From an optimization exercise on the open Yosys and OpenROAD flow, aimed at small area; shortcuts taken in it are not production practice.
At most, simulation tests tie the RTL to the original design; equivalence was not proved.
For runs 5 and 6, only the layout was checked, not whether the RTL still works.

==> flow/design.v (outline; a module is shown in full before it is edited, if it fits) <==
// module dglk_filt_core: 1648 lines
// module dglk_filt_add: 8 lines
// module dglk_fa: 4 lines
// module dglk_ha: 4 lines
// module dglk_ppb: 3 lines
// module dglk_ppbn: 3 lines
// module dglk_pid_sum: 479 lines
// module dglk_pid_core: 2266 lines
// module DgLk_LockChannel: 79 lines
module DgLk_LockChannel (
    input  wire        i_clkp,
    input  wire        i_rstn,
    input  wire [15:0] i_a0,      
    input  wire [15:0] i_adc,     
    input  wire [15:0] i_rt,      
    input  wire [15:0] i_k0,      
    input  wire [15:0] i_k1,      
    input  wire [15:0] i_k2,      
    input  wire [4:0]  i_shift,   
    input  wire [31:0] i_min,     
    input  wire [31:0] i_max,     
    output wire [15:0] o_filt,    
    output wire [31:0] o_ut       
);
  // ...
==> flow/flow/run.sh <==
#!/bin/bash
# Layout with the standard flow (standard.sh) and its unchanged synthesis, with one step
# added between synthesis and floorplan: downsize.py sets every combinational cell of the
# synthesized netlist to the smallest drive strength of its family (ABC's speed script sizes
# cells up before placement); the flow's own repair steps size up what timing needs.
# make's output is in flow_*.log here; each tool's log is in orfs/logs/.
set -euo pipefail
PORTS=()
if [[ -f flow/ports_buf1 ]]; then PORTS=("BUFFER_PORTS_ARGS=-buffer_cell sky130_fd_sc_hd__buf_1"); fi
bash standard.sh synth > flow_synth.log 2>&1
R=orfs/results/${FLOW_PLATFORM}/DgLk_LockChannel/base
python3 flow/downsize.py "$FLOW_HOME/platforms/${FLOW_PLATFORM}/lib/sky130_fd_sc_hd__tt_025C_1v80.lib" \
  "$R/1_2_yosys.v" > flow_downsize.log 2>&1
bash standard.sh "${PORTS[@]}" finish > flow_finish.log 2>&1
==> flow/flow/downsize.py <==
#!/usr/bin/env python3
"""Rewrites a synthesized netlist so that each combinational cell uses the
smallest-area drive strength of its family (same function, same pins).
Flip-flops, buffers and clock cells are left alone; the flow's timing repair
sizes up whatever needs it.  usage: downsize.py LIB NETLIST"""
import re, sys

lib, net = sys.argv[1], sys.argv[2]
text = open(lib).read()
area = {}
for m in re.finditer(r'cell \("(sky130_fd_sc_hd__\w+)"\)\s*\{', text):
    nxt = text.find('cell (', m.end())
    a = re.search(r'area\s*:\s*([\d.]+)', text[m.end():nxt if nxt > 0 else len(text)])
    if a:
        area[m.group(1)] = float(a.group(1))
dont = {'probe', 'lpflow'}
fam = {}
for c, a in area.items():
    m = re.match(r'(sky130_fd_sc_hd__[a-z0-9]+)_(\d+)$', c)
    if not m or any(d in c for d in dont):
        continue
    fam.setdefault(m.group(1), []).append((a, c))
keep = re.compile(r'sky130_fd_sc_hd__(df|sdf|edf|dl|buf|clk|conb|tap|fill|decap|bufbuf|bufinv|dly)')
s = open(net).read()
count = {}
def repl(m):
    c = m.group(0)
    f = re.match(r'(sky130_fd_sc_hd__[a-z0-9]+)_(\d+)$', c)
    if not f or keep.match(c) or f.group(1) not in fam:
        return c
    best = min(fam[f.group(1)])[1]
    if area.get(best, 1e9) < area.get(c, 0):
        count[(c, best)] = count.get((c, best), 0) + 1
        return best
    return c
s = re.sub(r'\bsky130_fd_sc_hd__[a-z0-9]+_\d+\b', repl, s)
open(net, 'w').write(s)
for (a, b), n in sorted(count.items()):
    print('%5d %s -> %s' % (n, a, b))
==> flow/flow/ports_buf1 <==
1
==> flow/standard.sh <==
#!/bin/bash
# synth_recipe.tcl (not shown) runs the flow's synth.tcl, then flattens the netlist and writes it again
# the make line also repeats each setting of config.mk as NAME=value (left out here)
make -C /OpenROAD-flow-scripts/flow DESIGN_CONFIG=/design/flow/config.mk WORK_HOME=/design/flow/orfs CLKGATE_MAP_FILE= SYNTH_SCRIPT=/design/flow/synth_recipe.tcl "${@:-finish}"
==> flow/config.mk <==
export PLATFORM = sky130hd
export DESIGN_NAME = DgLk_LockChannel
export DESIGN_NICKNAME = DgLk_LockChannel
export VERILOG_FILES = /design/flow/design.v
export SDC_FILE = /design/flow/constraint.sdc
export NUM_CORES = 4
export LEC_CHECK = 0
export CAP_MARGIN = 5
export CORE_MARGIN = 2
export CORE_UTILIZATION = 60
export CTS_BUF_LIST = sky130_fd_sc_hd__clkbuf_8
export CTS_CLUSTER_DIAMETER = 60
export CTS_CLUSTER_SIZE = 16
export PLACE_DENSITY = 0.7
export SLEW_MARGIN = 5
export SYNTH_HIERARCHICAL = 1
export SYNTH_MINIMUM_KEEP_SIZE = 0
==> flow/constraint.sdc <==
create_clock -name core_clock -period 5.5 [get_ports {i_clkp}]
set_input_delay 1.1000 -clock core_clock [delete_from_list [all_inputs] [get_ports {i_clkp}]]
set_output_delay 1.1000 -clock core_clock [all_outputs]
set_load 0.01 [all_outputs]
==> impl_metrics.json, run 1 <==
{
  "io_pins": 215,
  "placed_area_mm2": 0.0508,
  "nNetsFinal": 5534,
  "synth_nets": 5210,
  "cp_slowest_cell": "o21ai_1",
  "hold_buffers": 0,
  "fin_crit_sh": 0.921,
  "path_clk_slew_ps": 100,
  "clockBufferDepth": 3,
  "drive_above_1_share": 0.0910,
  "track_usage": 0.327,
  "rsz0062_at_grt": "no",
  "crit_end": "fc[16]",
  "hold_viol": 0,
  "status": "complete, no violations",
  "n_fill_cell": 6250,
  "first_pass_iters": 6,
  "final_common_cell": "xnor2_1",
  "final_util": 0.660,
  "cp.depth": 11,
  "fmax_ghz": 0.197,
  "whs_path_depth": 0,
  "cts_tree": "yes",
  "layout_setup_ws_ps": 434,
  "cts_max_level": 2,
  "worst_hold_path_type": "flip-flop to flip-flop",
  "synth.avg_cell_area_um2": 11.5,
  "cp-end-kind": "flip-flop",
  "drc_errors": 0
}
==> run 2, diff against run 1 <==
--- a/flow/config.mk
+++ b/flow/config.mk
@@ -7,11 +7,11 @@
 export LEC_CHECK = 0
 export CAP_MARGIN = 5
 export CORE_MARGIN = 2
-export CORE_UTILIZATION = 60
+export CORE_UTILIZATION = 70
 export CTS_BUF_LIST = sky130_fd_sc_hd__clkbuf_8
 export CTS_CLUSTER_DIAMETER = 60
 export CTS_CLUSTER_SIZE = 16
-export PLACE_DENSITY = 0.7
+export PLACE_DENSITY = 0.8
 export SLEW_MARGIN = 5
 export SYNTH_HIERARCHICAL = 1
 export SYNTH_MINIMUM_KEEP_SIZE = 0
==> run 2 against run 1 <==
  * Utilization up 10 points
  * Largest cell class unchanged
  * Critical endpoint unchanged
==> impl_metrics.json, run 2 <==
{
  "status": "complete, no violations",
  "timing.hold.ws_ps": 263,
  "grt_pass1_wl_um": 207000,
  "critPathMaxFanout": 13,
  "vias": 35444,
  "drtAntennaViolNets": 0,
  "cts_max_level": 2,
  "drc_errors": 0,
  "syn_to_final_growth_pct": 7.63,
  "die_w_um": 266,
  "nNetsFinal": 5518,
  "period_needed_ps": 5200,
  "cp_slowest_cell": "dfrtp_2",
  "synth_nets": 5210,
  "grt_max_degree": 114,
  "layout_setup_ws_ps": 298,
  "io_pins": 215,
  "synthCells": 4172,
  "crit_path_start_kind": "flip-flop",
  "final_cell_mix": "670 x xnor2_1, 645 x fa_1, 644 x a22oi_1, 399 x dfxtp_1, 253 x inv_1",
  "cts_root_buf": "clkbuf_8",
  "first_pass_iters": 12,
  "worst-setup-path-type": "flip-flop to flip-flop",
  "yosys_warnings": 7,
  "overflow": 0,
  "max_cap_viol_count": 0,
  "fin_crit_sh": 0.946,
  "arrival_ps": 5810,
  "tightest_slew_ps": 1030,
  "rsz0062_at_grt": "no",
  "drive_above_1_share": 0.0857,
  "slew_headroom": 0.315,
  "finalSetupViolations": 0,
  "fin_cells": 5390,
  "drt_iter0_drc": 4564,
  "viasPerCell": 6.58,
  "place_hpwl_um": 103000,
  "cts-buffers-inserted": 54,
  "tns_ps": 0,
  "hold_buffers": 0,
  "grt_pass1_vias": 36646,
  "crit_top_cell": "fa_1",
  "hold_viol": 0,
  "clockBufferDepth": 3,
  "fmax_ghz": 0.192,
  "wl_per_cell_um": 24.4,
  "core_area_mm2": 0.0675,
  "path_cells": "or2b_1 -> o22ai_1 -> buf_4 -> a22oi_1 -> xnor2_1 -> fa_1 -> fa_1 -> fa_1 -> fa_1 -> fa_1 -> fa_1 -> fa_1",
  "synthesis.area_mm2": 0.0479,
  "clk_latency_ps": 730,
  "totalWireLength_um": 131000,
  "ctsResizeCount": 0,
  "drv_slew": 0,
  "cts_setup_buffers": 0,
  "die_area_mm2": 0.0706,
  "cp_num_buf_inv": 1,
  "worst_hold_path_type": "input pin to asynchronous set/reset pin",
  "clock-sinks": 616,
  "rows": 95,
  "finClkSkew_ps": 47.8,
  "cts_tree": "yes",
  "gp_congestion": 0.986,
  "cp-end-kind": "flip-flop",
  "dp_cells": 5297,
  "synth.avg_cell_area_um2": 11.5,
  "track_usage": 0.380,
  "start_util": 0.710,
  "cp_slowest_stage_delay_ps": 620,
  "die_y_um": 266,
  "required_ps": 6100,
  "io_buffers": 214,
  "post-place-ws_ps": 410,
  "final_common_cell": "xnor2_1",
  "antenna_found_initial": 2,
  "critical_path.top_delay_family": "adder cells",
  "path_clk_slew_ps": 90
}
[run 2: layout make-up]
class,instances,area (µm²)
Antenna cell,1,2.50
Clock buffer,56,771
Clock inverter,36,330
Fill cell,4655,15900
Inverter,249,950
Multi-Input combinational cell,3132,32600
Sequential cell,616,13400
Tap cell,873,1090
Timing Repair Buffer,427,2460
[run 2: worst paths after layout]
| kind | cells after the start | startpoint | end | slack (ps) |
|---|---|---|---|---|
| max reg2reg | 12 | e4[5] | fc[16] | 300 |
| min in group core_clock | 0 | y3[11] | y2[11] | 310 |
| max | 12 | e4[5] | fc[16] | 300 |
| min reg2reg | 0 | y3[11] | y2[11] | 310 |
| min | 1 | i_rstn | fs[1] | 260 |
| max in group asynchronous | 2 | i_rstn | y0[15] | 4270 |
[run 2: metrics by stage]
step | cell area, µm² | util
2_1_floorplan | 48100 | -
3_3_place_gp | 50500 | 0.748
3_5_place_dp | 50500 | 0.748
4_1_cts | 51600 | 0.764
5_1_grt | 51600 | 0.764
6_report | 51600 | 0.764
[run 2: layer usage]
metal	global-route usage	wire [µm]	up-vias
li1	-	-	15111
met1	0.517	50200	17545
met2	0.585	59500	2381
met3	0.106	16100	405
met4	0.142	5610	2
met5	0	12	-
==> run 3, diff against run 2 <==
--- a/flow/config.mk
+++ b/flow/config.mk
@@ -5,13 +5,13 @@
 export SDC_FILE = /design/flow/constraint.sdc
 export NUM_CORES = 4
 export LEC_CHECK = 0
-export CAP_MARGIN = 5
+export CAP_MARGIN = 0
 export CORE_MARGIN = 2
 export CORE_UTILIZATION = 70
 export CTS_BUF_LIST = sky130_fd_sc_hd__clkbuf_8
 export CTS_CLUSTER_DIAMETER = 60
 export CTS_CLUSTER_SIZE = 16
 export PLACE_DENSITY = 0.8
-export SLEW_MARGIN = 5
+export SLEW_MARGIN = 0
 export SYNTH_HIERARCHICAL = 1
 export SYNTH_MINIMUM_KEEP_SIZE = 0
==> run 3 against run 2 <==
  * Area after synthesis is the same
  * Largest cell class unchanged
  * Critical endpoint unchanged
  * Utilization is the same
  * Synthesized cell count is the same
  * First-iteration DRC count stayed put
  * Flip-flop and latch count unchanged
  * Wire length stayed put
==> impl_metrics.json, run 3 <==
{
  "cp_num_buf_inv": 1,
  "cp_slowest_stage_delay_ps": 620,
  "cts_max_level": 2,
  "final_common_cell": "xnor2_1",
  "vias": 35444,
  "hold_buffers": 0,
  "arrival_ps": 5810,
  "synthesis.area_mm2": 0.0479,
  "final_util": 0.764,
  "gp_congestion": 0.986,
  "core_area_mm2": 0.0675,
  "crit_top_cell": "fa_1",
  "io_pins": 215,
  "cts_setup_buffers": 0,
  "fin_crit_sh": 0.946,
  "period_needed_ps": 5200,
  "drc_errors": 0,
  "cp.depth": 12,
  "drtAntennaViolNets": 0,
  "critPathMaxFanout": 13,
  "critical_path.top_delay_family": "adder cells",
  "overflow": 0,
  "nNetsFinal": 5518,
  "clock-sinks": 616,
  "grt_pass1_vias": 36646,
  "worst_hold_path_type": "input pin to asynchronous set/reset pin",
  "required_ps": 6100,
  "cts-buffers-inserted": 54,
  "cp_slowest_cell": "dfrtp_2",
  "start_util": 0.710,
  "finClkSkew_ps": 47.8,
  "track_usage": 0.380,
  "tightest_slew_ps": 1030,
  "rsz0062_at_grt": "no",
  "viasPerCell": 6.58,
  "multi_input_area_mm2": 0.0326,
  "place_hpwl_um": 103000,
  "grt_max_degree": 114,
  "tns_ps": 0,
  "worst-setup-path-type": "flip-flop to flip-flop",
  "die_w_um": 266,
  "clk_latency_ps": 730,
  "seq_area_mm2": 0.0134,
  "drt_iter0_drc": 4564,
  "syn_to_final_growth_pct": 7.63,
  "drive_above_1_share": 0.0857,
  "path_cells": "or2b_1 -> o22ai_1 -> buf_4 -> a22oi_1 -> xnor2_1 -> fa_1 -> fa_1 -> fa_1 -> fa_1 -> fa_1 -> fa_1 -> fa_1",
  "antenna_found_initial": 2,
  "status": "complete, no violations",
  "crit_path_start_kind": "flip-flop",
  "ctsResizeCount": 0,
  "reg2reg_depth": 12,
  "synth_nets": 5210,
  "cts_tree": "yes",
  "slew_headroom": 0.315,
  "die_y_um": 266,
  "rows": 95,
  "wl_per_cell_um": 24.4,
  "cts_root_buf": "clkbuf_8",
  "synthCells": 4172,
  "first_pass_iters": 12,
  "die_area_mm2": 0.0706,
  "io_buffers": 214,
  "path_clk_slew_ps": 90,
  "yosys_warnings": 7,
  "placed_area_mm2": 0.0505,
  "finalSetupViolations": 0,
  "max_cap_viol_count": 0,
  "clockBufferDepth": 3,
  "grt_pass1_wl_um": 207000,
  "drv_slew": 0,
  "n_fill_cell": 4655,
  "totalWireLength_um": 131000,
  "synth.avg_cell_area_um2": 11.5,
  "stdcell_area_mm2": 0.0516,
  "final_cell_mix": "670 x xnor2_1, 645 x fa_1, 644 x a22oi_1, 399 x dfxtp_1, 253 x inv_1",
  "hold_viol": 0,
  "fmax_ghz": 0.192,
  "cp-end-kind": "flip-flop"
}
run 3: routing by layer:
metal / GRT usage / wire length [µm]
met4: 0.142 / 5610
met1: 0.517 / 50200
met3: 0.106 / 16100
met2: 0.585 / 59500
met5: 0 / 12
run 3: layout make-up:
cell class | count | area share
Clock inverter | 36 | 0.00640
Multi-Input combinational cell | 3132 | 0.631
Antenna cell | 1 | 0.0000485
Tap cell | 873 | 0.0212
Sequential cell | 616 | 0.260
Timing Repair Buffer | 427 | 0.0476
Inverter | 249 | 0.0184
Clock buffer | 56 | 0.0149
run 3: final timing paths:
| path | startpoint | to | slack [ps] |
|---|---|---|---|
| max | e4[5] | fc[16] | 300 |
| min reg2reg | y3[11] | y2[11] | 310 |
| min in group core_clock | y3[11] | y2[11] | 310 |
| min | i_rstn | fs[1] | 260 |
| max reg2reg | e4[5] | fc[16] | 300 |
| max in group asynchronous | i_rstn | y0[15] | 4270 |
run 3: per-stage QoR:
step,cells,setup WS (ps),hold slack (ps)
floorplan,4172,2.12,310
global route,5390,108,254
CTS,5389,377,241
global placement,5297,503,310
detailed placement,5297,410,312
finish,5390,298,263
==> run 4, diff against run 3 <==
==> flow/config.mk (replaced) <==
export PLATFORM = sky130hd
export DESIGN_NAME = DgLk_LockChannel
export DESIGN_NICKNAME = DgLk_LockChannel
export VERILOG_FILES = /design/flow/design.v
export SDC_FILE = /design/flow/constraint.sdc
export NUM_CORES = 4
export LEC_CHECK = 0
export CAP_MARGIN = 5
export CORE_MARGIN = 2
export CORE_UTILIZATION = 70
export CTS_BUF_LIST = sky130_fd_sc_hd__clkbuf_4
export CTS_CLUSTER_DIAMETER = 50
export CTS_CLUSTER_SIZE = 10
export PLACE_DENSITY = 0.8
export SLEW_MARGIN = 5
export SYNTH_HIERARCHICAL = 1
export SYNTH_MINIMUM_KEEP_SIZE = 0
==> run 4 against run 3 <==
  * Register-to-register slack barely moved
  * Critical path depth unchanged
  * Synthesized cell count stayed put
  * Utilization rose by 0.082 points
  * Sequential share of layout area about the same
==> impl_metrics.json, run 4 <==
{
  "tightest_slew_ps": 1030,
  "overflow": 0,
  "drive_above_1_share": 0.0971,
  "drc_errors": 0,
  "wl_per_cell_um": 24.2,
  "finalSetupViolations": 0,
  "die_area_mm2": 0.0706,
  "fmax_ghz": 0.192,
  "arrival_ps": 6010,
  "synthCells": 4172,
  "synth_nets": 5210,
  "reg2reg_depth": 12,
  "clock-sinks": 616,
  "finClkSkew_ps": 124,
  "reg2reg_slack_ps": 290,
  "cts_root_buf": "clkbuf_4",
  "vias": 35596,
  "dp_cells": 5297,
  "yosys_warnings": 7,
  "core_area_mm2": 0.0675,
  "cts_max_level": 3,
  "tns_ps": 0,
  "synth.avg_cell_area_um2": 11.5,
  "required_ps": 6300,
  "cts_setup_buffers": 0,
  "fin_crit_sh": 0.947,
  "clk_latency_ps": 960,
  "track_usage": 0.382,
  "rr_endpoint": "fc[18]",
  "final_common_cell": "xnor2_1",
  "cp_slowest_stage_delay_ps": 630,
  "die_y_um": 266,
  "crit_end": "fc[18]",
  "synthesis.area_mm2": 0.0479,
  "first_pass_iters": 7,
  "antenna_found_initial": 2,
  "grt_pass1_vias": 36887,
  "critPathMaxFanout": 13,
  "cts_tree": "yes",
  "crit_path_start_kind": "flip-flop",
  "place_hpwl_um": 103000,
  "rsz0062_at_grt": "no",
  "seq_area_mm2": 0.0134,
  "cts-buffers-inserted": 83,
  "nNetsFinal": 5548,
  "layout_setup_ws_ps": 292,
  "slew_headroom": 0.310,
  "gp_congestion": 0.986,
  "drv_slew": 0,
  "final_cell_mix": "670 x xnor2_1, 645 x fa_1, 644 x a22oi_1, 399 x dfxtp_1, 242 x inv_1",
  "grt_max_degree": 114,
  "worst_hold_path_type": "input pin to flip-flop",
  "die_w_um": 266,
  "io_buffers": 214,
  "multi_input_area_mm2": 0.0326,
  "crit_top_cell": "fa_1",
  "path_clk_slew_ps": 110,
  "drtAntennaViolNets": 0,
  "fin_cells": 5442,
  "worst-setup-path-type": "flip-flop to flip-flop",
  "path_cells": "or2b_1 -> o22ai_1 -> buf_4 -> a22oi_1 -> xnor2_1 -> fa_1 -> fa_1 -> fa_1 -> fa_1 -> fa_1 -> fa_1 -> fa_1",
  "totalWireLength_um": 132000,
  "syn_to_final_growth_pct": 7.74,
  "drt_iter0_drc": 4594,
  "hold_viol": 0,
  "post-place-ws_ps": 410,
  "start_util": 0.710,
  "reg2reg_from": "e4[5]",
  "rows": 95,
  "io_pins": 215,
  "period_needed_ps": 5210,
  "status": "complete, no violations",
  "cp_slowest_cell": "dfrtp_2",
  "cp-end-kind": "flip-flop",
  "grt_pass1_wl_um": 207000,
  "clockBufferDepth": 3,
  "crit_start": "e4[5]",
  "max_cap_viol_count": 0,
  "viasPerCell": 6.54,
  "n_fill_cell": 4658
}
==> run 4: cell count changes in the layout (fill, tap and decap cells not counted), moves of 4 or more <==
cell and delta:
clkbuf_4 +111, clkbuf_8 -56, inv_1 -11, clkinv_8 -4, clkinvlp_4 +4, diode_2 +4, inv_6 +4
==> run 4: area by class of cell <==
type	instances	area share
Multi-Input combinational cell	3132	0.631
Sequential cell	616	0.260
Timing Repair Buffer	428	0.0477
Tap cell	873	0.0211
Inverter	249	0.0184
Clock buffer	111	0.0161
Clock inverter	28	0.00586
Antenna cell	5	0.000242
==> run 4: how the worst min path moves through the flow <==
stage                        from      end  slack, ps  cells after the start
final                     i_k1[0]  k1_r[0]        230                      1
after global routing      i_k1[0]  k1_r[0]        200                      1
after CTS                 i_k1[1]  k1_r[1]        150                      1
after detailed placement   d2[24]   d3[24]        310                      0
after global placement     d5[27]   d6[27]        310                      0
after floorplan             d1[0]    d2[0]        310                      0
==> run 4: layer usage <==
layer  share of wire  up-vias  GRT usage
li1                -    15204          -
met5               0        -          0
met1            0.38    17625      0.519
met3            0.12      413      0.105
met2            0.45     2354      0.585
met4           0.045        0      0.155
==> run 4: critical path: cells and delay by family, from the launching register on <==
| kind | cells | cell delay, ps |
|---|---|---|
| DFF | 1 | 630 |
| buffers and inverters | 1 | 290 |
| AOI/OAI and AO/OA | 2 | 410 |
| and+or+nand+nor | 1 | 260 |
| xor gates and xnor gates | 1 | 230 |
| adders and majority gates | 7 | 3230 |
==> run 4: repair_timing <==
item | CTS | global route
hold endpoints to repair | 13 | 0
gates resized for setup | 0 | 0
hold buffers | 1 | 0
==> run 4: stage by stage <==
stage	instance area, µm²	util	hold slack [ps]
after detailed placement	50500	0.748	312
after global placement	50500	0.748	310
final	51700	0.765	234
after floorplan	48100	-	310
after global routing	51700	0.765	199
after CTS	51600	0.765	155
==> module DgLk_LockChannel, before the edit <==
module DgLk_LockChannel (
    input  wire        i_clkp,
    input  wire        i_rstn,
    input  wire [15:0] i_a0,      
    input  wire [15:0] i_adc,     
    input  wire [15:0] i_rt,      
    input  wire [15:0] i_k0,      
    input  wire [15:0] i_k1,      
    input  wire [15:0] i_k2,      
    input  wire [4:0]  i_shift,   
    input  wire [31:0] i_min,     
    input  wire [31:0] i_max,     
    output wire [15:0] o_filt,    
    output wire [31:0] o_ut       
);
reg [2:0] cnt;
always @(posedge i_clkp or negedge i_rstn)
  if (!i_rstn)          cnt <= 3'd0;
  else if (cnt != 3'd7) cnt <= cnt + 3'd1;
reg  [15:0] a0_r, adc_r;             
reg  [15:0] y1, y2, y3, y4;          
reg  [15:0] y0;                      
reg  [15:0] ra, rb;                  
reg         rc;
wire [15:0] ra_n, rb_n, ynew;
wire        rc_n;
dglk_filt_core u_filt (.a0(a0_r), .adc(adc_r), .y(y0), .ra(ra_n), .rb(rb_n), .rc(rc_n));
dglk_filt_add  u_fadd (.ra(ra), .rb(rb), .rc(rc), .ynew(ynew));
always @(posedge i_clkp) begin
  a0_r <= i_a0;  adc_r <= i_adc;
  ra <= ra_n; rb <= rb_n; rc <= rc_n;
  y4 <= ynew; y3 <= y4; y2 <= y3; y1 <= y2;
end
always @(posedge i_clkp or negedge i_rstn)
  if (!i_rstn) y0 <= 16'd0;
  else         y0 <= (cnt[2] & cnt[1]) ? y1 : 16'd0;
assign o_filt = y0;
reg  [15:0] k0_r, k1_r, k2_r;        
reg  [4:0]  shift_r;                 
reg  [15:0] e1, e2, e3, e4;          
reg  [31:0] fs, fc;                  
reg  [31:0] d1, d2, d3, d4, d5, d6, d7;    
reg  [31:0] r1, r2;                  
wire [31:0] fs_n, fc_n;
dglk_pid_core u_pid (.e0(e2), .e1(e3), .e2(e4), .k0(k0_r), .k1(k1_r), .k2(k2_r),
                     .fs(fs), .fc(fc), .fs_n(fs_n), .fc_n(fc_n));
wire [31:0] f;
dglk_pid_sum u_psum (.fs(fs), .fc(fc), .f(f));
wire [31:0] sh0 = shift_r[0] ? {{ 1{f[31]}},   f[31:1]}  : f;
wire [31:0] sh1 = shift_r[1] ? {{ 2{sh0[31]}}, sh0[31:2]}  : sh0;
wire [31:0] sh2 = shift_r[2] ? {{ 4{sh1[31]}}, sh1[31:4]}  : sh1;
wire [31:0] sh3 = shift_r[3] ? {{ 8{sh2[31]}}, sh2[31:8]}  : sh2;
wire [31:0] sh4 = shift_r[4] ? {{16{sh3[31]}}, sh3[31:16]} : sh3;
wire [31:0] sv = (cnt == 3'd7) ? d7 : 32'd0;
wire signed [31:0] s_sv = sv, s_min = i_min, s_max = i_max;
wire lt_min  = s_sv < s_min;                     
wire gt_max  = s_max < s_sv;                     
wire bad     = s_max < s_min;                    
wire nolim   = ~|{i_min, i_max};                 
wire sel_min = ~bad & ~nolim & lt_min;
wire sel_max = ~bad & ~nolim & ~lt_min & gt_max;
wire sel_sv  = ~bad & (nolim | (~lt_min & ~gt_max));
wire [31:0] lim = ({32{sel_min}} & i_min) | ({32{sel_max}} & i_max) | ({32{sel_sv}} & sv);
always @(posedge i_clkp) begin
  k0_r <= i_k0; k1_r <= i_k1; k2_r <= i_k2; shift_r <= i_shift;
  d1 <= sh4; d2 <= d1; d3 <= d2; d4 <= d3; d5 <= d4; d6 <= d5; d7 <= d6;
end
always @(posedge i_clkp or negedge i_rstn)
  if (!i_rstn) begin
    e1 <= 16'd0; e2 <= 16'd0; e3 <= 16'd0; e4 <= 16'd0;
    fs <= 32'd0; fc <= 32'd0;
    r1 <= 32'd0; r2 <= 32'd0;
  end else begin
    e1 <= i_rt - y0; e2 <= e1; e3 <= e2; e4 <= e3;
    fs <= fs_n; fc <= fc_n;
    r1 <= lim; r2 <= r1;
  end
assign o_ut = r2;
endmodule
==> run 5, diff against run 4 <==
--- a/flow/design.v
+++ b/flow/design.v
@@ -4470,10 +4470,9 @@
 wire [31:0] sh3 = shift_r[3] ? {{ 8{sh2[31]}}, sh2[31:8]}  : sh2;
 wire [31:0] sh4 = shift_r[4] ? {{16{sh3[31]}}, sh3[31:16]} : sh3;
 wire [31:0] sv = (cnt == 3'd7) ? d7 : 32'd0;
-wire signed [31:0] s_sv = sv, s_min = i_min, s_max = i_max;
-wire lt_min  = s_sv < s_min;                     
-wire gt_max  = s_max < s_sv;                     
-wire bad     = s_max < s_min;                    
+wire lt_min  = $signed(sv) < $signed(i_min);     
+wire gt_max  = $signed(i_max) < $signed(sv);     
+wire bad     = $signed(i_max) < $signed(i_min);  
 wire nolim   = ~|{i_min, i_max};                 
 wire sel_min = ~bad & ~nolim & lt_min;
 wire sel_max = ~bad & ~nolim & ~lt_min & gt_max;
--- a/flow/config.mk
+++ b/flow/config.mk
@@ -8,9 +8,9 @@
 export CAP_MARGIN = 5
 export CORE_MARGIN = 2
 export CORE_UTILIZATION = 70
-export CTS_BUF_LIST = sky130_fd_sc_hd__clkbuf_4
-export CTS_CLUSTER_DIAMETER = 50
-export CTS_CLUSTER_SIZE = 10
+export CTS_BUF_LIST = sky130_fd_sc_hd__clkbuf_8
+export CTS_CLUSTER_DIAMETER = 60
+export CTS_CLUSTER_SIZE = 16
 export PLACE_DENSITY = 0.8
 export SLEW_MARGIN = 5
 export SYNTH_HIERARCHICAL = 1
==> run 5 against run 4 <==
  * Critical endpoint is now fc[16]
  * Synthesized cell count unchanged
  * Flip-flop and latch count did not move
  * Wire length decreased by 0.17%
  * Design area shrank 0.11%
  * Fmax is 0.12% higher
  * First-iteration DRC count is 0.65% lower
  * Via count decreased by 0.43%
  * Die area did not move
  * Highest routed layer is now met5
  * Register-to-register slack barely moved
  * Largest cell class unchanged
==> impl_metrics.json, run 5 <==
{
  "status": "complete, no violations",
  "drc_errors": 0,
  "period_needed_ps": 5200,
  "clock-sinks": 616,
  "drtAntennaViolNets": 0,
  "max_cap_viol_count": 0,
  "multi_input_area_mm2": 0.0326,
  "viasPerCell": 6.58,
  "yosys_warnings": 7,
  "final_common_cell": "xnor2_1",
  "cts_setup_buffers": 0,
  "drv_slew": 0,
  "reg2reg_depth": 12,
  "post-place-ws_ps": 410,
  "hold_buffers": 0,
  "slew_headroom": 0.315,
  "placed_area_mm2": 0.0505,
  "grt_pass1_vias": 36646,
  "vias": 35444,
  "core_area_mm2": 0.0675,
  "cts_max_level": 2,
  "io_buffers": 214,
  "final_cell_mix": "670 x xnor2_1, 645 x fa_1, 644 x a22oi_1, 399 x dfxtp_1, 253 x inv_1",
  "finClkSkew_ps": 47.8,
  "n_fill_cell": 4655,
  "die_w_um": 266,
  "path_clk_slew_ps": 90,
  "die_y_um": 266,
  "drt_iter0_drc": 4564,
  "overflow": 0,
  "arrival_ps": 5810,
  "synthesis.area_mm2": 0.0479,
  "first_pass_iters": 12,
  "fmax_ghz": 0.192,
  "synthCells": 4172,
  "synth_nets": 5210,
  "worst_hold_path_type": "input pin to asynchronous set/reset pin",
  "ctsResizeCount": 0,
  "cts-buffers-inserted": 54,
  "track_usage": 0.380,
  "layout_setup_ws_ps": 298,
  "rows": 95,
  "die_area_mm2": 0.0706,
  "critPathMaxFanout": 13,
  "cp-end-kind": "flip-flop",
  "hold_viol": 0,
  "totalWireLength_um": 131000,
  "stdcell_area_mm2": 0.0516,
  "syn_to_final_growth_pct": 7.63,
  "grt_max_degree": 114,
  "worst-setup-path-type": "flip-flop to flip-flop",
  "required_ps": 6100,
  "fin_crit_sh": 0.946,
  "clockBufferDepth": 3,
  "seq_area_mm2": 0.0134,
  "cts_tree": "yes",
  "start_util": 0.710,
  "synth.avg_cell_area_um2": 11.5,
  "io_pins": 215,
  "tns_ps": 0,
  "wl_per_cell_um": 24.4,
  "rsz0062_at_grt": "no",
  "finalSetupViolations": 0,
  "cts_root_buf": "clkbuf_8",
  "antenna_found_initial": 2,
  "crit_path_start_kind": "flip-flop",
  "tightest_slew_ps": 1030,
  "drive_above_1_share": 0.0857,
  "clk_latency_ps": 730,
  "gp_congestion": 0.986,
  "nNetsFinal": 5518,
  "grt_pass1_wl_um": 207000,
  "place_hpwl_um": 103000
}
## run 5: routing by layer
layer	routed length, µm	vias up	track usage
li1	-	15111	-
met1	50200	17545	0.517
met2	59500	2381	0.585
met3	16100	405	0.106
met4	5610	2	0.142
met5	12	-	0
## run 5: worst max-delay path, cell delays in order, from the launching register on
cell	delay, ps
dfrtp_2	620
or2b_1	260
o22ai_1	310
buf_4	290
a22oi_1	110
xnor2_1	200
fa_1	530
fa_1	450
fa_1	480
fa_1	540
fa_1	440
fa_1	400
fa_1	460
## run 5: metrics by stage
stage,hold slack (ps),util,std cells
final,263,0.764,5390
after global routing,254,0.764,5390
after CTS,241,0.764,5389
after detailed placement,312,0.748,5297
after global placement,310,0.748,5297
after floorplan,310,-,4172
## run 5: worst paths after layout
path | start | end | slack [ps]
worst max register to register | e4[5] | fc[16] | 300
worst min-delay path | i_rstn | fs[1] | 260
worst max-delay path | e4[5] | fc[16] | 300
worst min register to register | y3[11] | y2[11] | 310
min in group core_clock | y3[11] | y2[11] | 310
max in group asynchronous | i_rstn | y0[15] | 4270
## run 5: cell type report
type,instances,area share
multi-input cells,3132,0.631
flip-flops and latches,616,0.260
repair buffers,427,0.0476
well taps,873,0.0212
inverters,249,0.0184
clock buffers,56,0.0149
clock inverters,36,0.00640
diodes,1,0.0000485
==> run 6, diff against run 5 <==
--- a/flow/design.v
+++ b/flow/design.v
@@ -4431,10 +4431,10 @@
     output wire [15:0] o_filt,    
     output wire [31:0] o_ut       
 );
-reg [2:0] cnt;
+reg [3:0] cnt;
 always @(posedge i_clkp or negedge i_rstn)
-  if (!i_rstn)          cnt <= 3'd0;
-  else if (cnt != 3'd7) cnt <= cnt + 3'd1;
+  if (!i_rstn)           cnt <= 4'd0;
+  else if (!cnt[3])      cnt <= cnt + 4'd1;
 reg  [15:0] a0_r, adc_r;             
 reg  [15:0] y1, y2, y3, y4;          
 reg  [15:0] y0;                      
@@ -4451,44 +4451,42 @@
 end
 always @(posedge i_clkp or negedge i_rstn)
   if (!i_rstn) y0 <= 16'd0;
-  else         y0 <= (cnt[2] & cnt[1]) ? y1 : 16'd0;
+  else         y0 <= (cnt[3] | (cnt[2] & cnt[1])) ? y1 : 16'd0;
 assign o_filt = y0;
-reg  [15:0] k0_r, k1_r, k2_r;        
-reg  [4:0]  shift_r;                 
-reg  [15:0] e1, e2, e3, e4;          
+reg  [15:0] e1, e2, e3;              
 reg  [31:0] fs, fc;                  
-reg  [31:0] d1, d2, d3, d4, d5, d6, d7;    
+reg  [31:0] d1, d2, d3, d4, d5, d6, d7, d8;    
 reg  [31:0] r1, r2;                  
 wire [31:0] fs_n, fc_n;
-dglk_pid_core u_pid (.e0(e2), .e1(e3), .e2(e4), .k0(k0_r), .k1(k1_r), .k2(k2_r),
+dglk_pid_core u_pid (.e0(i_k0), .e1(i_k1), .e2(i_k2), .k0(e1), .k1(e2), .k2(e3),
                      .fs(fs), .fc(fc), .fs_n(fs_n), .fc_n(fc_n));
 wire [31:0] f;
 dglk_pid_sum u_psum (.fs(fs), .fc(fc), .f(f));
-wire [31:0] sh0 = shift_r[0] ? {{ 1{f[31]}},   f[31:1]}  : f;
-wire [31:0] sh1 = shift_r[1] ? {{ 2{sh0[31]}}, sh0[31:2]}  : sh0;
-wire [31:0] sh2 = shift_r[2] ? {{ 4{sh1[31]}}, sh1[31:4]}  : sh1;
-wire [31:0] sh3 = shift_r[3] ? {{ 8{sh2[31]}}, sh2[31:8]}  : sh2;
-wire [31:0] sh4 = shift_r[4] ? {{16{sh3[31]}}, sh3[31:16]} : sh3;
-wire [31:0] sv = (cnt == 3'd7) ? d7 : 32'd0;
-wire lt_min  = $signed(sv) < $signed(i_min);     
-wire gt_max  = $signed(i_max) < $signed(sv);     
-wire bad     = $signed(i_max) < $signed(i_min);  
+wire [31:0] sh0 = i_shift[0] ? {{ 1{f[31]}},   f[31:1]}  : f;
+wire [31:0] sh1 = i_shift[1] ? {{ 2{sh0[31]}}, sh0[31:2]}  : sh0;
+wire [31:0] sh2 = i_shift[2] ? {{ 4{sh1[31]}}, sh1[31:4]}  : sh1;
+wire [31:0] sh3 = i_shift[3] ? {{ 8{sh2[31]}}, sh2[31:8]}  : sh2;
+wire [31:0] sh4 = i_shift[4] ? {{16{sh3[31]}}, sh3[31:16]} : sh3;
+wire [31:0] sv = cnt[3] ? d8 : 32'd0;
+wire signed [31:0] s_sv = sv, s_min = i_min, s_max = i_max;
+wire lt_min  = s_sv < s_min;                     
+wire gt_max  = s_max < s_sv;                     
+wire bad     = s_max < s_min;                    
 wire nolim   = ~|{i_min, i_max};                 
 wire sel_min = ~bad & ~nolim & lt_min;
 wire sel_max = ~bad & ~nolim & ~lt_min & gt_max;
 wire sel_sv  = ~bad & (nolim | (~lt_min & ~gt_max));
 wire [31:0] lim = ({32{sel_min}} & i_min) | ({32{sel_max}} & i_max) | ({32{sel_sv}} & sv);
 always @(posedge i_clkp) begin
-  k0_r <= i_k0; k1_r <= i_k1; k2_r <= i_k2; shift_r <= i_shift;
-  d1 <= sh4; d2 <= d1; d3 <= d2; d4 <= d3; d5 <= d4; d6 <= d5; d7 <= d6;
+  d1 <= sh4; d2 <= d1; d3 <= d2; d4 <= d3; d5 <= d4; d6 <= d5; d7 <= d6; d8 <= d7;
 end
 always @(posedge i_clkp or negedge i_rstn)
   if (!i_rstn) begin
-    e1 <= 16'd0; e2 <= 16'd0; e3 <= 16'd0; e4 <= 16'd0;
+    e1 <= 16'd0; e2 <= 16'd0; e3 <= 16'd0;
     fs <= 32'd0; fc <= 32'd0;
     r1 <= 32'd0; r2 <= 32'd0;
   end else begin
-    e1 <= i_rt - y0; e2 <= e1; e3 <= e2; e4 <= e3;
+    e1 <= i_rt - y0; e2 <= e1; e3 <= e2;
     fs <= fs_n; fc <= fc_n;
     r1 <= lim; r2 <= r1;
   end
==> run 6 against run 5 <==
  * Via count increased by 1.1%
  * Still clean on timing, DRC and antenna
  * Register-to-register slack got worse by 40 ps
  * Critical path depth did not move
  * Flip-flop and latch count down 36
  * Wire length rose by 6.0%
  * Design area increased by 1.7%
  * Largest cell class unchanged
==> impl_metrics.json, run 6 <==
{
  "ctsResizeCount": 0,
  "die_area_mm2": 0.0697,
  "antenna_found_initial": 6,
  "syn_to_final_growth_pct": 10.9,
  "tightest_slew_ps": 1030,
  "cts_max_level": 2,
  "synth.avg_cell_area_um2": 11.4,
  "path_cells": "clkinvlp_4 -> or3_1 -> o21ai_4 -> buf_4 -> a22oi_1 -> xnor2_1 -> fa_1 -> fa_1 -> fa_1 -> fa_1 -> fa_1 -> fa_1",
  "hold_buffers": 0,
  "cts_root_buf": "clkbuf_8",
  "place_hpwl_um": 110000,
  "post-place-ws_ps": -204,
  "gp_congestion": 0.991,
  "cp_slowest_cell": "dfxtp_4",
  "critical_path.top_delay_family": "adder cells",
  "clock-sinks": 580,
  "clk_latency_ps": 750,
  "synth_nets": 5172,
  "worst_hold_path_type": "input pin to asynchronous set/reset pin",
  "io_buffers": 214,
  "slew_headroom": 0.316,
  "core_area_mm2": 0.0670,
  "rsz0062_at_grt": "no",
  "rows": 95,
  "final_common_cell": "xnor2_1",
  "synthesis.area_mm2": 0.0473,
  "cts-buffers-inserted": 55,
  "fin_crit_sh": 0.954,
  "cp-end-kind": "flip-flop",
  "vias": 35839,
  "overflow": 0,
  "met3_usage": 0.0800,
  "viasPerCell": 6.53,
  "cts_setup_buffers": 0,
  "layout_setup_ws_ps": 253,
  "seq_area_mm2": 0.0126,
  "drt_iter0_drc": 4055,
  "grt_pass1_vias": 37653,
  "critPathMaxFanout": 24,
  "cts_tree": "yes",
  "track_usage": 0.402,
  "grt_pass1_wl_um": 215000,
  "cp_num_buf_inv": 2,
  "drtAntennaViolNets": 0,
  "clockBufferDepth": 3,
  "gr-max-usage-layer": "met2",
  "required_ps": 6080,
  "period_needed_ps": 5250,
  "worst-setup-path-type": "flip-flop to flip-flop",
  "path_clk_slew_ps": 100,
  "cp_slowest_stage_delay_ps": 680,
  "die_w_um": 264,
  "drive_above_1_share": 0.122,
  "yosys_warnings": 7,
  "totalWireLength_um": 139000,
  "fmax_ghz": 0.191,
  "use_met1": 0.507,
  "finalSetupViolations": 0,
  "multi_input_area_mm2": 0.0331,
  "first_pass_iters": 9,
  "synthCells": 4135,
  "arrival_ps": 5830,
  "final_cell_mix": "671 x xnor2_1, 645 x fa_1, 642 x a22oi_1, 379 x dfxtp_1, 327 x buf_4",
  "nNetsFinal": 5607,
  "wl_per_cell_um": 25.4,
  "drv_slew": 0,
  "io_pins": 215,
  "met2_usage": 0.665,
  "hold_viol": 0,
  "status": "complete, no violations",
  "crit_top_cell": "fa_1",
  "finClkSkew_ps": 55.7,
  "crit_path_start_kind": "flip-flop",
  "max_cap_viol_count": 0,
  "grt_max_degree": 120,
  "drc_errors": 0,
  "die_y_um": 264,
  "n_fill_cell": 4355,
  "start_util": 0.706
}
-- run 6: metrics by stage --
step	setup TNS, ps	util	hold slack (ps)	cells	area [µm²]
5_1_grt	0	0.783	270	5484	52500
3_5_place_dp	-2480	0.765	312	5386	51300
4_1_cts	0	0.782	237	5478	52500
6_report	0	0.783	285	5486	52500
3_3_place_gp	-2270	0.765	310	5386	51300
2_1_floorplan	0	-	310	4135	47700
-- run 6: final timing paths --
path,from,to,slack [ps],cells past startpoint
setup / recovery,a0_r[11],rb[4],250,12
hold / removal,i_rstn,r2[1],280,1
setup reg to reg,a0_r[11],rb[4],250,12
hold reg to reg,y3[10],y2[10],310,0
max in group asynchronous,i_rstn,e3[3],4130,2
min in group core_clock,y3[10],y2[10],310,0
-- run 6: metal layers --
layer  routed length [µm]  vias up
met1                51000    17738
li1                     -    15298
met3                14500      510
met5                    0        -
met2                66600     2293
met4                 7290        0
-- run 6: final cells by class --
type                       count  area share
antenna                        8    0.000381
clock buffer                  55      0.0144
clock inverter                37     0.00727
inverter                     214      0.0156
multi-input combinational   3157       0.631
sequential                   580       0.240
tap                          873      0.0208
timing repair buffer         562      0.0706
==> run 7, diff against run 6 <==
--- a/flow/design.v
+++ b/flow/design.v
@@ -4458,7 +4458,7 @@
 reg  [31:0] d1, d2, d3, d4, d5, d6, d7, d8;    
 reg  [31:0] r1, r2;                  
 wire [31:0] fs_n, fc_n;
-dglk_pid_core u_pid (.e0(i_k0), .e1(i_k1), .e2(i_k2), .k0(e1), .k1(e2), .k2(e3),
+dglk_pid_core u_pid (.e0(e1), .e1(e2), .e2(e3), .k0(i_k0), .k1(i_k1), .k2(i_k2),
                      .fs(fs), .fc(fc), .fs_n(fs_n), .fc_n(fc_n));
 wire [31:0] f;
 dglk_pid_sum u_psum (.fs(fs), .fc(fc), .f(f));
==> run 7 against run 6 <==
  * Still clean on timing, DRC and antenna
  * Design area shrank 2.4%
  * Die area did not move
  * Clock skew fell by 25 ps
  * Fmax shrank 1.3%
  * Critical path type unchanged
  * Highest routed layer unchanged
==> impl_metrics.json, run 7 <==
{
  "hold_viol": 0,
  "drtAntennaViolNets": 0,
  "gp_congestion": 0.984,
  "cts_max_level": 2,
  "fmax_ghz": 0.188,
  "tightest_slew_ps": 1150,
  "synthesis.area_mm2": 0.0473,
  "path_cells": "nand2_1 -> o21ai_1 -> a22oi_1 -> xnor2_1 -> fa_1 -> fa_1 -> fa_1 -> fa_1 -> fa_1 -> fa_1 -> fa_1",
  "fin_crit_sh": 0.967,
  "die_y_um": 264,
  "worst-setup-path-type": "flip-flop to flip-flop",
  "hold_buffers": 0,
  "antenna_found_initial": 3,
  "drc_errors": 0,
  "clockBufferDepth": 3,
  "max_cap_viol_count": 0,
  "wl_per_cell_um": 25.3,
  "status": "complete, no violations",
  "crit_path_start_kind": "flip-flop",
  "multi_input_area_mm2": 0.0328,
  "nNetsFinal": 5499,
  "grt_max_degree": 109,
  "timing.hold.ws_ps": 316,
  "start_util": 0.706,
  "io_buffers": 214,
  "drt_iter0_drc": 4122,
  "viasPerCell": 6.59,
  "tns_ps": 0,
  "final_util": 0.764,
  "cts_root_buf": "clkbuf_8",
  "die_w_um": 264,
  "synth.avg_cell_area_um2": 11.4,
  "die_area_mm2": 0.0697,
  "first_pass_iters": 8,
  "finalSetupViolations": 0,
  "grt_pass1_vias": 36510,
  "clock-sinks": 580,
  "cts_tree": "yes",
  "cts_setup_buffers": 0,
  "place_hpwl_um": 107000,
  "finClkSkew_ps": 31.1,
  "post-place-ws_ps": -12.6,
  "synthCells": 4135,
  "track_usage": 0.394,
  "seq_area_mm2": 0.0126,
  "rows": 95,
  "required_ps": 6090,
  "cp_slowest_cell": "o21ai_1",
  "crit_top_cell": "fa_1",
  "syn_to_final_growth_pct": 8.29,
  "grt_pass1_wl_um": 211000,
  "arrival_ps": 5900,
  "slew_headroom": 0.226,
  "overflow": 0,
  "cts-buffers-inserted": 54,
  "layout_setup_ws_ps": 182,
  "totalWireLength_um": 136000,
  "synth_nets": 5172,
  "worst_hold_path_type": "flip-flop to flip-flop",
  "vias": 35407,
  "final_common_cell": "xnor2_1",
  "n_fill_cell": 4528,
  "drive_above_1_share": 0.0925,
  "critPathMaxFanout": 11,
  "final_cell_mix": "670 x xnor2_1, 645 x fa_1, 642 x a22oi_1, 379 x dfxtp_1, 230 x buf_4",
  "drv_slew": 0,
  "path_clk_slew_ps": 100,
  "yosys_warnings": 7,
  "core_area_mm2": 0.0670,
  "io_pins": 215,
  "period_needed_ps": 5320,
  "clk_latency_ps": 730,
  "ctsResizeCount": 0,
  "cp_slowest_stage_delay_ps": 880,
  "cp-end-kind": "flip-flop"
}
==> run 7: path summary, 6_finish.rpt <==
check	end	depth (start not counted)	slack, ps	from
worst max-delay path	fc[17]	11	180	e3[13]
worst max register to register	fc[17]	11	180	e3[13]
max in group asynchronous	e3[13]	2	4000	i_rstn
min in group asynchronous	r2[0]	1	380	i_rstn
worst min-delay path	d8[1]	0	320	d7[1]
worst min register to register	d8[1]	0	320	d7[1]
==> run 7: area by class of cell <==
cell class | instances | share of cell area
tap | 873 | 0.0213
sequential | 580 | 0.246
antenna | 3 | 0.000147
timing repair buffer | 454 | 0.0534
inverter | 214 | 0.0160
clock buffer | 56 | 0.0150
clock inverter | 35 | 0.00679
multi-input combinational | 3158 | 0.641
==> run 7: critical path, delay by kind of cell, from the launching register on <==
family | cells | cell delay [ps]
compound gates | 2 | 1080
simple gates | 1 | 70
xor+xnor | 1 | 200
fa+ha+maj | 7 | 3400
flops | 1 | 420
==> run 7: stage by stage <==
step | instances | cell area, µm²
after floorplan | 4135 | 47500
after global placement | 5278 | 50100
after detailed placement | 5278 | 50100
after CTS | 5369 | 51200
after global routing | 5373 | 51200
final | 5373 | 51200
==> run 7: routing by layer <==
layer | GRT usage | wire, µm | part of all wire | vias up
met1 | 0.500 | 49800 | 0.37 | 17528
met3 | 0.0768 | 13200 | 0.097 | 541
li1 | - | - | - | 15114
met2 | 0.650 | 65300 | 0.48 | 2224
met5 | 0 | 0 | 0 | -
met4 | 0.197 | 7790 | 0.057 | 0
==> run 8, diff against run 7 <==
--- a/flow/config.mk
+++ b/flow/config.mk
@@ -10,7 +10,7 @@
 export CORE_UTILIZATION = 70
 export CTS_BUF_LIST = sky130_fd_sc_hd__clkbuf_8
 export CTS_CLUSTER_DIAMETER = 60
-export CTS_CLUSTER_SIZE = 16
+export CTS_CLUSTER_SIZE = 20
 export PLACE_DENSITY = 0.8
 export SLEW_MARGIN = 5
 export SYNTH_HIERARCHICAL = 1
==> run 8 against run 7 <==
  * Synthesized cell count is the same
  * Area after synthesis is the same
  * Via count shrank 0.25%
  * Critical path type unchanged
==> impl_metrics.json, run 8 <==
{
  "core_area_mm2": 0.0670,
  "fin_cells": 5367,
  "tightest_slew_ps": 1130,
  "crit_end": "rb[0]",
  "fmax_ghz": 0.190,
  "place_hpwl_um": 107000,
  "worst-setup-path-type": "flip-flop to flip-flop",
  "syn_to_final_growth_pct": 8.28,
  "reg2reg_slack_ps": 240,
  "clockBufferDepth": 3,
  "path_clk_slew_ps": 110,
  "finalSetupViolations": 0,
  "layout_setup_ws_ps": 244,
  "status": "complete, no violations",
  "drtAntennaViolNets": 0,
  "grt_pass1_wl_um": 212000,
  "antenna_found_initial": 3,
  "io_buffers": 214,
  "nNetsFinal": 5494,
  "final_cell_mix": "670 x xnor2_1, 645 x fa_1, 642 x a22oi_1, 379 x dfxtp_1, 230 x buf_4",
  "crit_path_start_kind": "flip-flop",
  "cts_tree": "yes",
  "period_needed_ps": 5260,
  "synth.avg_cell_area_um2": 11.4,
  "worst_hold_path_type": "flip-flop to flip-flop",
  "tns_ps": 0,
  "drv_slew": 0,
  "drt_iter0_drc": 4020,
  "required_ps": 6110,
  "drive_above_1_share": 0.0918,
  "clk_latency_ps": 720,
  "yosys_warnings": 7,
  "cts_setup_buffers": 0,
  "hold_viol": 0,
  "io_pins": 215,
  "slew_headroom": 0.244,
  "clock-sinks": 580,
  "track_usage": 0.396,
  "start_util": 0.706,
  "critPathMaxFanout": 13,
  "die_y_um": 264,
  "first_pass_iters": 11,
  "finClkSkew_ps": 49.7,
  "totalWireLength_um": 137000,
  "rsz0062_at_grt": "no",
  "reg2reg_from": "a0_r[5]",
  "cts_max_level": 2,
  "final_util": 0.764,
  "synthesis.area_mm2": 0.0473,
  "synthCells": 4135,
  "gp_congestion": 0.984,
  "dp_cells": 5278,
  "grt_pass1_vias": 36714,
  "arrival_ps": 5870,
  "vias": 35319,
  "rows": 95,
  "reg2reg_depth": 13,
  "fin_crit_sh": 0.956,
  "crit_start": "a0_r[5]",
  "placed_area_mm2": 0.0501,
  "drc_errors": 0,
  "rr_endpoint": "rb[0]",
  "overflow": 0,
  "max_cap_viol_count": 0,
  "timing.hold.ws_ps": 301,
  "cp-end-kind": "flip-flop",
  "viasPerCell": 6.58,
  "final_common_cell": "xnor2_1",
  "grt_max_degree": 109,
  "cts_root_buf": "clkbuf_8",
  "stdcell_area_mm2": 0.0512,
  "die_w_um": 264,
  "synth_nets": 5172,
  "post-place-ws_ps": -12.6,
  "wl_per_cell_um": 25.6,
  "cts-buffers-inserted": 49,
  "die_area_mm2": 0.0697
}
-- run 8: final cells by class --
cell class / instances / area (µm²)
diodes: 4 / 10.0
clock buffers: 49 / 674
clock inverters: 35 / 439
fillers: 4524 / 15800
inverters: 214 / 818
multi-input cells: 3158 / 32800
flip-flops and latches: 580 / 12600
well taps: 873 / 1090
repair buffers: 454 / 2740
-- run 8: timing repair --
| action | CTS | global route |
|---|---|---|
| endpoints found under the setup margin | 0 | 4 |
| gates resized for setup | 0 | 2 |
| hold buffers | 0 | 0 |
-- run 8: critical path, cell delays in order (launching register included) --
cell,delay [ps]
dfxtp_1,680
nand2_1,300
o21ai_4,570
a22oi_1,170
xnor2_1,180
fa_1,430
fa_1,400
fa_1,510
fa_1,440
ha_1,330
o22ai_1,140
nor3_1,280
or3b_2,460
o21ai_0,250
-- run 8: worst min path at each step --
stage                  end  cells after the start  slack, ps   start
floorplan            d2[0]                      0        310   d1[0]
detailed placement  d2[18]                      0        310  d1[18]
global placement    d4[27]                      0        310  d3[27]
global route         d8[1]                      0        320   d7[1]
finish               d8[1]                      0        300   d7[1]
CTS                 y3[12]                      0        310  y4[12]
-- run 8: routing by layer --
layer / GRT usage / routed length [µm] / vias up
li1: - / - / 15101
met2: 0.656 / 66000 / 2267
met5: 0 / 0 / -
met1: 0.500 / 50200 / 17415
met4: 0.197 / 7630 / 0
met3: 0.0776 / 13300 / 536

-- afterwards: timing with drivers on the ports --
How much do the figures lean on ideal ports? The routed layouts below were timed once more, with nothing changed but the port constraints.
Step 1: set_driving_cell puts a clkbuf_16 on i_clkp and a buf_2 on each other input, an assumption about the parent block.
Step 2 moves the port delays by t, midway between the first and last clock arrival at a register: inputs arrive t later, outputs are due t later. That takes back most of the time a late clock gives input paths.
Three values: no drivers, after step 1, after step 2; two values: the first two.
| run | shift t [ns] | slack for setup (ns) | worst setup path at the end | slew at the worst register clock pin (ns) | worst slew at a driven data input, ns |
|---|---|---|---|---|---|
| run 1 | 0.801 | 0.434 / 0.434 / 0.434 | register to register | 0.11 / 0.11 | 0.06 |
| run 2 | 0.774 | 0.298 / 0.298 / 0.298 | register to register | 0.11 / 0.11 | 0.06 |
| run 3 | 0.774 | 0.298 / 0.298 / 0.298 | register to register | 0.11 / 0.11 | 0.06 |
| run 4 | 0.964 | 0.292 / 0.292 / 0.292 | register to register | 0.12 / 0.12 | 0.06 |
| run 5 | 0.774 | 0.298 / 0.298 / 0.298 | register to register | 0.11 / 0.11 | 0.06 |
| run 6 | 0.787 | 0.253 / 0.253 / -0.305 | input to register | 0.11 / 0.11 | 0.12 |
| run 7 | 0.778 | 0.182 / 0.182 / -0.172 | input to register | 0.10 / 0.10 | 0.08 |
| run 8 | 0.760 | 0.244 / 0.244 / -0.130 | input to register | 0.12 / 0.12 | 0.10 |
Met with ideal ports but missed after step 2: setup timing in run 6, run 7 and run 8. The setup slack of run 6, which loses most, moves by 0.000 ns with the drivers and by -0.558 ns with both steps.
